Context: an optimization exercise on an open-source flow, tuned for small area. The choices shown serve that exercise and are no tape-out recipe.
In this exercise RTL edits were held to simulation tests only and were not proved equivalent to the original.
Power and IR drop assume default switching activity.

## flow/design.v

```verilog
`timescale 1ns / 1ps
module prbs(
  input clk,
  input rst,
  output reg [5:0] dout,
  output reg new_data
);
reg [14:0] prbs_shr;
reg [5:0] prbs_temp;
reg [2:0] cntr;
wire prbs_xor;
assign prbs_xor = prbs_shr[1]^prbs_shr[0];
always @ (posedge clk)
begin
  if(rst || (prbs_shr == 15'b000000000000000)) begin
    prbs_shr   <= 15'b100101010000000;
    dout      <= 0;
    prbs_temp    <= 0;
    cntr      <= 0;
  end else begin
    cntr      <= cntr +1;
    prbs_shr   <= {prbs_xor,prbs_shr[14:1]};
    prbs_temp   <= {prbs_xor,prbs_temp[5:1]};
    if(cntr == 7) begin
      dout <= prbs_temp;
      new_data <= 1;
    end else
      new_data <= 0;
  end
end
endmodule
`timescale 1ns / 1ps
module tetris_core(
  input clk,  
  input rstn,
  input act_rotate,
  input act_right,
  input act_left,
  input act_down,
  input act_enter,
  input act_up,
  input act_exit,
  input act_fall,           
  input  [4:0]  lcd_addr,
  output [11:0] lcd_data,
  input  [4:0]  vga_addr,
  output [11:0] vga_data,
  output [3:0]  game_state,
  output        fb_update,
  output        drop,
  output [3:0]  game_speed,
  output [25:0] game_points,
  output [25:0] game_lines,
  output [7:0]  next_block
);
parameter STATE_LOGO      = 4'b0000;
parameter STATE_NEWBLOCK  = 4'b0001;
parameter STATE_MOVING    = 4'b0010;
parameter STATE_EVAL      = 4'b0011;
parameter STATE_PREROTATE = 4'b0100;
parameter STATE_FALL      = 4'b0101;
parameter STATE_RIGHT     = 4'b0110;
parameter STATE_LEFT      = 4'b0111;
parameter STATE_ROTATE    = 4'b1000;
parameter STATE_GAMEOVER  = 4'b1001;
parameter GAME_POINT_INCREMENT = 100;
parameter GAME_SPEED_MIN  = 1;
parameter GAME_SPEED_MAX  = 9;
wire rst;
assign rst = ~rstn;
wire [5:0] game_prbs;     
wire action_rotate;
assign action_rotate = act_rotate;
wire action_right;
assign action_right = act_right;
wire action_left;
assign action_left = act_left;
wire action_down;
assign action_down = act_down;
wire action_enter;
assign action_enter = act_enter;
wire action_up;
assign action_up = act_up;
wire action_exit;
assign action_exit = act_exit;
wire action_fall;  
assign action_fall = act_fall;
reg action_drop;  
reg [7:0] building_blocks[6:0];
reg [11:0] game_area_init[5:0];
initial $readmemh("graphics_buildingblocks.hex", building_blocks);
initial $readmemh("graphics_gamearea.hex", game_area_init);
reg [11:0] game_area[19:0];
reg [11:0] game_area_newblock[3:0];
reg [11:0] game_area_backup[3:0];
reg [3:0] gamestate;
reg framebuffer_game_update;
reg [2:0] rel_cntr;
reg [4:0] abs_cntr;
reg [4:0] cntr_top;
reg [3:0] cntr_left;
reg collision;
reg check;
reg checked;
reg [25:0] gamepoints;
reg [25:0] gamepoints_inc;
reg [25:0] gamelines;
reg [3:0] gamespeed;  
reg [7:0] cntr_event;
reg [2:0] block_id;
reg [2:0] next_block_id;
wire gameborder_left;
wire gameborder_right;
assign gameborder_left  = |(game_area_newblock[0][11]|game_area_newblock[1][11]|game_area_newblock[2][11]|game_area_newblock[3][11]);
assign gameborder_right = |(game_area_newblock[0][0]|game_area_newblock[1][0]|game_area_newblock[2][0]|game_area_newblock[3][0]);
integer i;
always @ (posedge clk)
begin
  if(rst) begin
    action_drop <= 0;
    gamespeed <= 1;
    gamestate <= STATE_LOGO;
    framebuffer_game_update <= 1;
    check <= 0;
    gamepoints <= 0;
    gamelines <= 0;
    gamepoints_inc <= GAME_POINT_INCREMENT;
    block_id <= 0;
    next_block_id <= 0;
  end else if(framebuffer_game_update)
    framebuffer_game_update <= 0;
  else if(check) begin
    rel_cntr <= rel_cntr +1;
    abs_cntr <= abs_cntr +1;
    if(~collision && (rel_cntr <4) && (abs_cntr <20)) begin
      if(game_area[abs_cntr]&game_area_newblock[rel_cntr])
        collision <= 1;
    end else if((abs_cntr == 20) && (rel_cntr <4) && (game_area_newblock[rel_cntr]!=0))
      collision <= 1;
    else begin
      checked <= 1;
      check <= 0;
    end
  end else begin
    case(gamestate)
      STATE_LOGO: begin
        if(action_enter) begin
          for(i=0;i<20;i=i+1) begin
            game_area[i] <= 0;
          end
          gamepoints <= 0;
          gamelines <= 0;
          checked <= 0;
          framebuffer_game_update <= 1;
          gamestate  <= STATE_NEWBLOCK;
          for(i=0;i<20;i=i+1)
            game_area[i] <= 0;
        end else if(action_up && gamespeed < GAME_SPEED_MAX)
          gamespeed <= gamespeed + 1;
        else if(action_down && gamespeed > GAME_SPEED_MIN)
          gamespeed <= gamespeed - 1;
        else if((game_prbs[2:0] < 7) && (game_prbs[5:3] < 7)) begin
          block_id <= game_prbs[2:0];
          next_block_id <= game_prbs[5:3];
        end
      end
      STATE_NEWBLOCK: begin
        if(~checked) begin
          action_drop <= 0;
          cntr_left <= 4;
          cntr_top <= 0;
          rel_cntr <= 0;
          abs_cntr <= 0;
          game_area_newblock[0] <= {4'h00,building_blocks[block_id][3:0],4'h00};
          game_area_newblock[1] <= {4'h00,building_blocks[block_id][7:4],4'h00};
          game_area_newblock[2] <= 0;
          game_area_newblock[3] <= 0;
          check <= 1;
          collision <= 0;
        end else if(collision) begin
          gamestate <= STATE_GAMEOVER;
          framebuffer_game_update <= 1;
        end else if (checked) begin
          framebuffer_game_update <= 1;
          gamestate <= STATE_MOVING;
        end
      end
      STATE_MOVING: begin
        checked   <= 0;
        if(action_fall)
          gamestate <= STATE_FALL;
        else if(action_right && ~gameborder_right)
          gamestate <= STATE_RIGHT;
        else if(action_left && ~gameborder_left)
          gamestate <= STATE_LEFT;
        else if(action_rotate) begin
          gamestate <= STATE_PREROTATE;
          cntr_event <= 0;
          for(i=0;i<4;i=i+1) begin
            game_area_backup[i] <= game_area_newblock[i];
          end
        end else if(action_down)
          action_drop <= 1;
        else if(action_exit) begin
          gamestate <= STATE_LOGO;
          framebuffer_game_update <= 1;
        end
      end
      STATE_FALL: begin
        if(~checked) begin
          if(cntr_top < 19) begin
            collision <= 0;
            check <= 1;
          end else if(cntr_top == 19 && game_area_newblock[0]!=0) begin
            collision <= 1;
            checked <= 1;
          end
          rel_cntr <= 0;
          abs_cntr <= cntr_top+1;
        end else if(collision) begin   
          for(i=0;i<20;i=i+1) begin
            if(i>=cntr_top && (i-cntr_top) < 4)
              game_area[i] <= game_area[i] | game_area_newblock[i-cntr_top];
          end
          framebuffer_game_update <= 1;
          gamestate <= STATE_EVAL;
          cntr_event <= 0;
          abs_cntr <= 0;
        end else begin
          cntr_top <= cntr_top + 1;
          framebuffer_game_update <= 1;
          gamestate <= STATE_MOVING;
        end
      end
      STATE_LEFT: begin
        if(~checked) begin
          collision <= 0;
          check <= 1;
          rel_cntr <= 0;
          abs_cntr <= cntr_top;
          for(i=0;i<4;i=i+1) begin
            game_area_newblock[i] <= {game_area_newblock[i][10:0],1'b0};
          end
        end else begin
          if(collision) begin
            for(i=0;i<4;i=i+1)
              game_area_newblock[i] <= {1'b0,game_area_newblock[i][11:1]};
          end else
            cntr_left <= cntr_left - 1;
          framebuffer_game_update <= 1;
          gamestate <= STATE_MOVING;
        end
      end
      STATE_RIGHT: begin
        if(~checked) begin
          collision <= 0;
          check <= 1;
          rel_cntr <= 0;
          abs_cntr <= cntr_top;
          for(i=0;i<4;i=i+1) begin
            game_area_newblock[i] <= {1'b0,game_area_newblock[i][11:1]};
          end
        end else begin
          if(collision) begin
            for(i=0;i<4;i=i+1)
              game_area_newblock[i] <= {game_area_newblock[i][10:0],1'b0};
          end else
            cntr_left <= cntr_left+1;
            framebuffer_game_update <= 1;
            gamestate   <= STATE_MOVING;
        end
      end
      STATE_EVAL: begin
        if(abs_cntr == 20) begin
          if(game_prbs[2:0]<7) begin
            block_id <= next_block_id;
            next_block_id <= game_prbs[2:0];
            framebuffer_game_update <= 1;
            gamestate <= STATE_NEWBLOCK;
            checked <= 0;
          end
        end else begin
          abs_cntr <= abs_cntr +1;
          if(game_area[abs_cntr]==12'hFFF) begin
            gamelines <= gamelines + 1;
            gamepoints_inc <= {gamepoints_inc,1'b0};   
            gamepoints <= gamepoints + gamepoints_inc;  
            for(i=19;i>0;i=i-1) begin
              if(i<=abs_cntr)
                game_area[i] <= game_area[i-1];
            end
            game_area[0]<=12'h000;
          end else
            gamepoints_inc <= GAME_POINT_INCREMENT;
        end
      end
      STATE_PREROTATE: begin
        if(cntr_event < cntr_left) begin  
          for(i=0;i<4;i=i+1)
            game_area_newblock[i] <= {game_area_newblock[i][10:0],1'b0};
          cntr_event <= cntr_event +1;
        end else begin 
          game_area_newblock[0] <= {game_area_newblock[3][11],game_area_newblock[2][11],game_area_newblock[1][11],game_area_newblock[0][11],8'h00};
          game_area_newblock[1] <= {game_area_newblock[3][10],game_area_newblock[2][10],game_area_newblock[1][10],game_area_newblock[0][10],8'h00};        
          game_area_newblock[2] <= {game_area_newblock[3][9],game_area_newblock[2][9],game_area_newblock[1][9],game_area_newblock[0][9],8'h00};
          game_area_newblock[3] <= {game_area_newblock[3][8],game_area_newblock[2][8],game_area_newblock[1][8],game_area_newblock[0][8],8'h00};
          cntr_event <= 0;
          checked <= 0;
          gamestate <= STATE_ROTATE;
        end
      end
      STATE_GAMEOVER: begin
        if(action_enter) begin
          gamestate <= STATE_LOGO;
          framebuffer_game_update <= 1;
        end  
      end
      STATE_ROTATE: begin
        if(game_area_newblock[0]==12'h000) begin  
          for(i=0;i<3;i=i+1) begin
            game_area_newblock[i] <= game_area_newblock[i+1];
          end
          game_area_newblock[3] <= 12'h000;
        end else if(~gameborder_left && (cntr_event == 0)) begin  
          for(i=0;i<4;i=i+1) begin
            game_area_newblock[i] <= {game_area_newblock[i][10:0],1'b0};
          end
        end else if(cntr_event < cntr_left) begin  
          cntr_event <= cntr_event +1;
          if(~gameborder_right) begin
            for(i=0;i<4;i=i+1) begin
              game_area_newblock[i] <= {1'b0,game_area_newblock[i][11:1]};
            end
          end else begin  
            gamestate <= STATE_MOVING;
            for(i=0;i<4;i=i+1) begin
              game_area_newblock[i] <= game_area_backup[i];
            end
          end
        end else begin  
          if(~checked) begin
            collision <= 0;
            check <= 1;
            rel_cntr <= 0;
            abs_cntr <= cntr_top;
          end else if(collision) begin  
            gamestate <= STATE_MOVING;
            for(i=0;i<4;i=i+1) begin
              game_area_newblock[i] <= game_area_backup[i];
            end
          end else begin  
            gamestate <= STATE_MOVING;
            framebuffer_game_update <= 1;
          end
        end
      end
    endcase
  end
end
wire [4:0] game_area_lcd_addr;
assign game_area_lcd_addr = lcd_addr;
reg [11:0] game_area_lcd_data;
wire [4:0] game_area_vga_addr;
assign game_area_vga_addr = vga_addr;
reg [11:0] game_area_vga_data;
always @ (posedge clk)
begin
  if(rst) begin
    game_area_lcd_data <= 0;
    game_area_vga_data <= 0;
  end else begin
    if(game_area_lcd_addr >= cntr_top && (game_area_lcd_addr-cntr_top)<4)
      game_area_lcd_data <= game_area[game_area_lcd_addr] | game_area_newblock[game_area_lcd_addr-cntr_top];
    else
      game_area_lcd_data <= game_area[game_area_lcd_addr];
    if(gamestate != STATE_LOGO) begin
      if(game_area_vga_addr >= cntr_top && (game_area_vga_addr-cntr_top)<4)
        game_area_vga_data <= game_area[game_area_vga_addr] | game_area_newblock[game_area_vga_addr-cntr_top];
      else
        game_area_vga_data <= game_area[game_area_vga_addr];
    end else begin  
      if(game_area_vga_addr >= 0 && game_area_vga_addr < 10)
        game_area_vga_data <= 0;
      else if(game_area_vga_addr >= 10 && game_area_vga_addr < 16)
        game_area_vga_data <= game_area_init[game_area_vga_addr-10];
      else if(game_area_vga_addr >= 16 && game_area_vga_addr < 20)
        game_area_vga_data <= 12'hFFF;
    end
  end
end
assign lcd_data    = game_area_lcd_data;
assign vga_data    = game_area_vga_data;
assign game_state  = gamestate;
assign fb_update   = framebuffer_game_update;
assign drop        = action_drop;
assign game_speed  = gamespeed;
assign game_points = gamepoints;
assign game_lines  = gamelines;
assign next_block  = building_blocks[next_block_id];
prbs prbs (
  .clk(clk), 
  .rst(rst), 
  .dout(game_prbs),
  .new_data()
);
endmodule
```

## flow/graphics_buildingblocks.hex

```
E8
E2
0F
CC
C6
6C
E4
```

## flow/graphics_gamearea.hex

```
001
001
383
107
C7f
EFF
```

## flow/run.sh

```bash
#!/bin/bash
# synth_recipe.tcl (not shown) runs the flow's synth.tcl, then flattens the netlist and writes it again
# the make line also repeats each setting of config.mk as NAME=value (left out here)
make -C /OpenROAD-flow-scripts/flow DESIGN_CONFIG=/design/flow/config.mk WORK_HOME=/design/flow/orfs CLKGATE_MAP_FILE= SYNTH_SCRIPT=/design/flow/synth_recipe.tcl finish
```

## flow/config.mk

```make
export PLATFORM = sky130hd
export DESIGN_NAME = tetris_core
export DESIGN_NICKNAME = tetris_core
export VERILOG_FILES = /design/flow/design.v
export SDC_FILE = /design/flow/constraint.sdc
export NUM_CORES = 4
export LEC_CHECK = 0
export CAP_MARGIN = 20
export CELL_PAD_IN_SITES_DETAIL_PLACEMENT = 1
export CELL_PAD_IN_SITES_GLOBAL_PLACEMENT = 2
export CORE_MARGIN = 2
export CORE_UTILIZATION = 30
export GPL_ROUTABILITY_DRIVEN = 1
export SLEW_MARGIN = 20
```

## flow/constraint.sdc

```tcl
create_clock -name core_clock -period 10.0 [get_ports {clk}]
set_input_delay 2.0000 -clock core_clock [delete_from_list [all_inputs] [get_ports {clk}]]
set_output_delay 2.0000 -clock core_clock [all_outputs]
set_load 0.01 [all_outputs]
```

==> summary.json <==
{
  "portBuffers": 110,
  "switching_power_mw": 1.65,
  "boundaryPins": 114,
  "power_frac_comb_pct": 10.1,
  "drt-initial-drc-count": 4426,
  "critPathCaptureType": "register",
  "layout_min_cycle_time_ps": 6310,
  "timing.slew.headroom_pct": 12.3,
  "syn_area_per_cell_um2": 8.93,
  "initial_utilization_pct": 30.1,
  "ctsHtreeMaxLevel": 3,
  "cellPowerDensity_nw_per_um2": 146,
  "worstHoldPathType": "register to register",
  "fmax_ghz": 0.158,
  "final_hold_viol_count": 0,
  "synth.ff_latch_count": 522,
  "timing.final.max_slew_violations": 0,
  "cp_data_required_time_ps": 10350,
  "rows": 123,
  "gr-total-overflow": 0,
  "ctsRootBufferMaster": "clkbuf_16",
  "postCtsSetupBuffers": 0,
  "layout-drive-gt1-share_pct": 10.8,
  "die-height_um": 339,
  "final_antenna_net_count": 0,
  "grt_pass1_vias": 33891,
  "dieArea_um2": 115000,
  "holdWs_ps": 427,
  "yosysSeqAreaShare_pct": 41.7,
  "grt_max_degree": 98,
  "totalWireLength_um": 201000,
  "synth-main-ff-cell": "edfxtp_1",
  "synth.yosys.warnings": 5,
  "insertion_delay_ps": 680,
  "setup_repair_after_global_routing_missed_its_margin": "no",
  "finalSetupViolCount": 0,
  "ratio_of_final_minimum_period_to_clock_period_pct": 63.1,
  "core_um2": 112000,
  "post_synth_inst_count": 3778,
  "synthTopCellsByArea": "edfxtp_1 (32%), dfxtp_1 (9.4%), nand2_1 (5.0%)",
  "yosysUniqueCellTypes": 96,
  "cts_tree": "built",
  "path_max_fanout": 20,
  "routedWlPerCell_um": 37.6,
  "clock_power_share_pct": 46.0,
  "timing.clock.skew_ps": 34.4,
  "grt_pass1_wl_um": 279000,
  "max_slew.worst_pin.slew_ps": 1300,
  "antenna_found_initial": 18,
  "fillerInstances": 12870,
  "crit_type": "register to register",
  "postCtsHoldBufs": 0,
  "finalNetCount": 3903,
  "tritoncts_num_sinks": 522,
  "clk_transition_reported_paths_ps": 60,
  "drc": 0,
  "cts-buffers-inserted": 69,
  "hpwlAfterDp_um": 145000,
  "synth_top_area_share_pct": 32.3,
  "irDropWorstVdd_mv": 0.126,
  "grtUsageTotal_pct": 33.9,
  "detail_route.vias_per_cell": 6.41,
  "status": "finished clean",
  "synth_area_leader_cell": "edfxtp_1",
  "cap_violations": 0,
  "detailedRoute.firstPassIterationCount": 12,
  "startpoint_type": "register",
  "clockBufferDepth": 3,
  "static-leakage-power_nw": 13.8,
  "ys_async_sr_fraction_pct": 0,
  "synth-edff-count": 363,
  "most_frequent_cell_after_synthesis": "nand2_1",
  "switching_power_as_a_share_of_total_power_pct": 28.7,
  "syn2layout_area_growth_pct": 16.4,
  "via_count": 34273,
  "sequential_fraction_of_design_power_pct": 43.9,
  "die_wd_um": 339,
  "postCtsResizedCells": 0,
  "setup_tns_ps": 0,
  "synth_area_um2": 33800,
  "synth.top_cells.by_count": "nand2_1 (450), nor2_1 (439), edfxtp_1 (363)",
  "power_report.internal_total_mw": 4.09,
  "place.gp.congestion": 0.985,
  "cp.arrival_ps": 6670
}
-- worst paths after layout --
path / startpoint / to / slack, ps / depth (start not counted)
worst max register to register: abs_cntr[0]$_DFFE_PP_ / game_area[13][10]$_DFFE_PP_ / 3690 / 12
worst min register to register: prbs.cntr[0]$_SDFF_PP0_ / prbs.cntr[0]$_SDFF_PP0_ / 430 / 1
worst min-delay path: prbs.cntr[0]$_SDFF_PP0_ / prbs.cntr[0]$_SDFF_PP0_ / 430 / 1
worst max-delay path: abs_cntr[0]$_DFFE_PP_ / game_area[13][10]$_DFFE_PP_ / 3690 / 12
-- per-layer routing --
metal	vias up	global-route usage, %	part of all wire, %
met3	446	7.22	8.4
met1	17709	45.3	42
met4	2	14.2	5.1
met2	1779	53.0	44
li1	14337	-	-
met5	-	0	0.0065
-- placed cells by master, fill, tap and decap left out, types with 32 or more instances in the layout --
cell	instances
a22o_1	58
inv_1	70
clkbuf_16	71
a21oi_1	221
ha_1	84
mux2i_1	117
nand4_1	46
buf_4	151
and3_1	62
nor3_1	32
nor2_1	417
nand2_1	447
edfxtp_1	363
o21ai_0	334
a222oi_1	98
a22oi_1	122
a31oi_1	32
nand3_1	126
a221oi_1	45
clkdlybuf4s50_1	109
dfxtp_1	159
-- registers in the layout, indices dropped and copies added, names as in the netlist, 4 cells and up, named ones only --
register and count:
game_area 240, game_area_backup 48, game_area_newblock 48, gamelines 26, gamepoints 24, gamepoints_inc 24
prbs.prbs_shr 15, game_area_lcd_data 12, game_area_vga_data 12, cntr_event 8, next_block 7, prbs.dout 6
prbs.prbs_temp 6, abs_cntr 5, cntr_top 5, cntr_left 4, gamespeed 4, gamestate 4
-- final cells by class --
cell class	instances	area [um2]	share of cell area, %
clock inverters	29	402	1.02
inverters	73	275	0.700
repair buffers	265	2290	5.83
diodes	2	5.00	0.0127
flip-flops and latches	522	14100	35.8
multi-input cells	2862	18400	46.9
clock buffers	97	1920	4.90
well taps	1500	1880	4.78
-- power by group through the flow --
stage          logic (mW)  registers (mW)  clock network, mW
5_1_grt             0.598            2.52               2.77
3_3_place_gp        0.551            2.56                  0
6_report            0.579            2.52               2.64
3_5_place_dp        0.564            2.56                  0
2_1_floorplan       0.272            2.48                  0
4_1_cts             0.566            2.51               2.69
-- worst max-delay path, cell delays in order (launching register included) --
cell and delay (ps):
edfxtp_1 670, inv_1 300, ha_1 530, nand2b_1 540
o311ai_0 540, a2111oi_0 200, a21oi_1 470, o2bb2a_4 220
nor4_4 360, a211oi_1 140, or4_4 790, nor2_2 850
buf_4 350
-- cell families after synthesis --
kind of cell / synth area share [%]
buf+inv: 4.76
fa+ha+maj: 3.43
other cells: 0.0111
mux: 6.31
flops: 41.7
xor+xnor: 1.25
simple gates: 18.7
compound gates: 23.9
-- metrics by stage --
stage / cell area [um2] / worst slack, ps / total power [mW] / utilization (%) / instances
6_report: 39300 / 3690 / 5.74 / 35.1 / 5350
5_1_grt: 39300 / 3640 / 5.89 / 35.1 / 5348
4_1_cts: 39300 / 3920 / 5.77 / 35.1 / 5348
3_5_place_dp: 37000 / 3890 / 3.12 / 33.0 / 5222
3_3_place_gp: 36900 / 3750 / 3.11 / 32.9 / 5217
2_1_floorplan: 33800 / 3780 / 2.75 / - / 3780

[afterwards: timing with drivers on the ports]
In the flow no input, the clock included, has a driving cell. The finished layout below was timed again as built, in two steps. Step 1: set_driving_cell puts a clkbuf_16 on clk and a buf_2 on each other input, an assumption about the parent block. Step 2 adds t to the input delays and takes it off the output delays; t is the mean of the earliest and latest rising clock arrival at the registers after step 1. Input paths then give back, and output paths get back, about the clock's delay inside the block. a / b / c = no drivers / after step 1 / after step 2; a / b = the first two.
t (ns): 0.736
slack for setup (ns): 3.686 / 3.686 / 3.686
worst slew at a driven data input, ns: 0.12
After both steps setup and hold are still met in this run. The setup slack of this run moves by 0.000 ns with the drivers and by 0.000 ns with both steps.
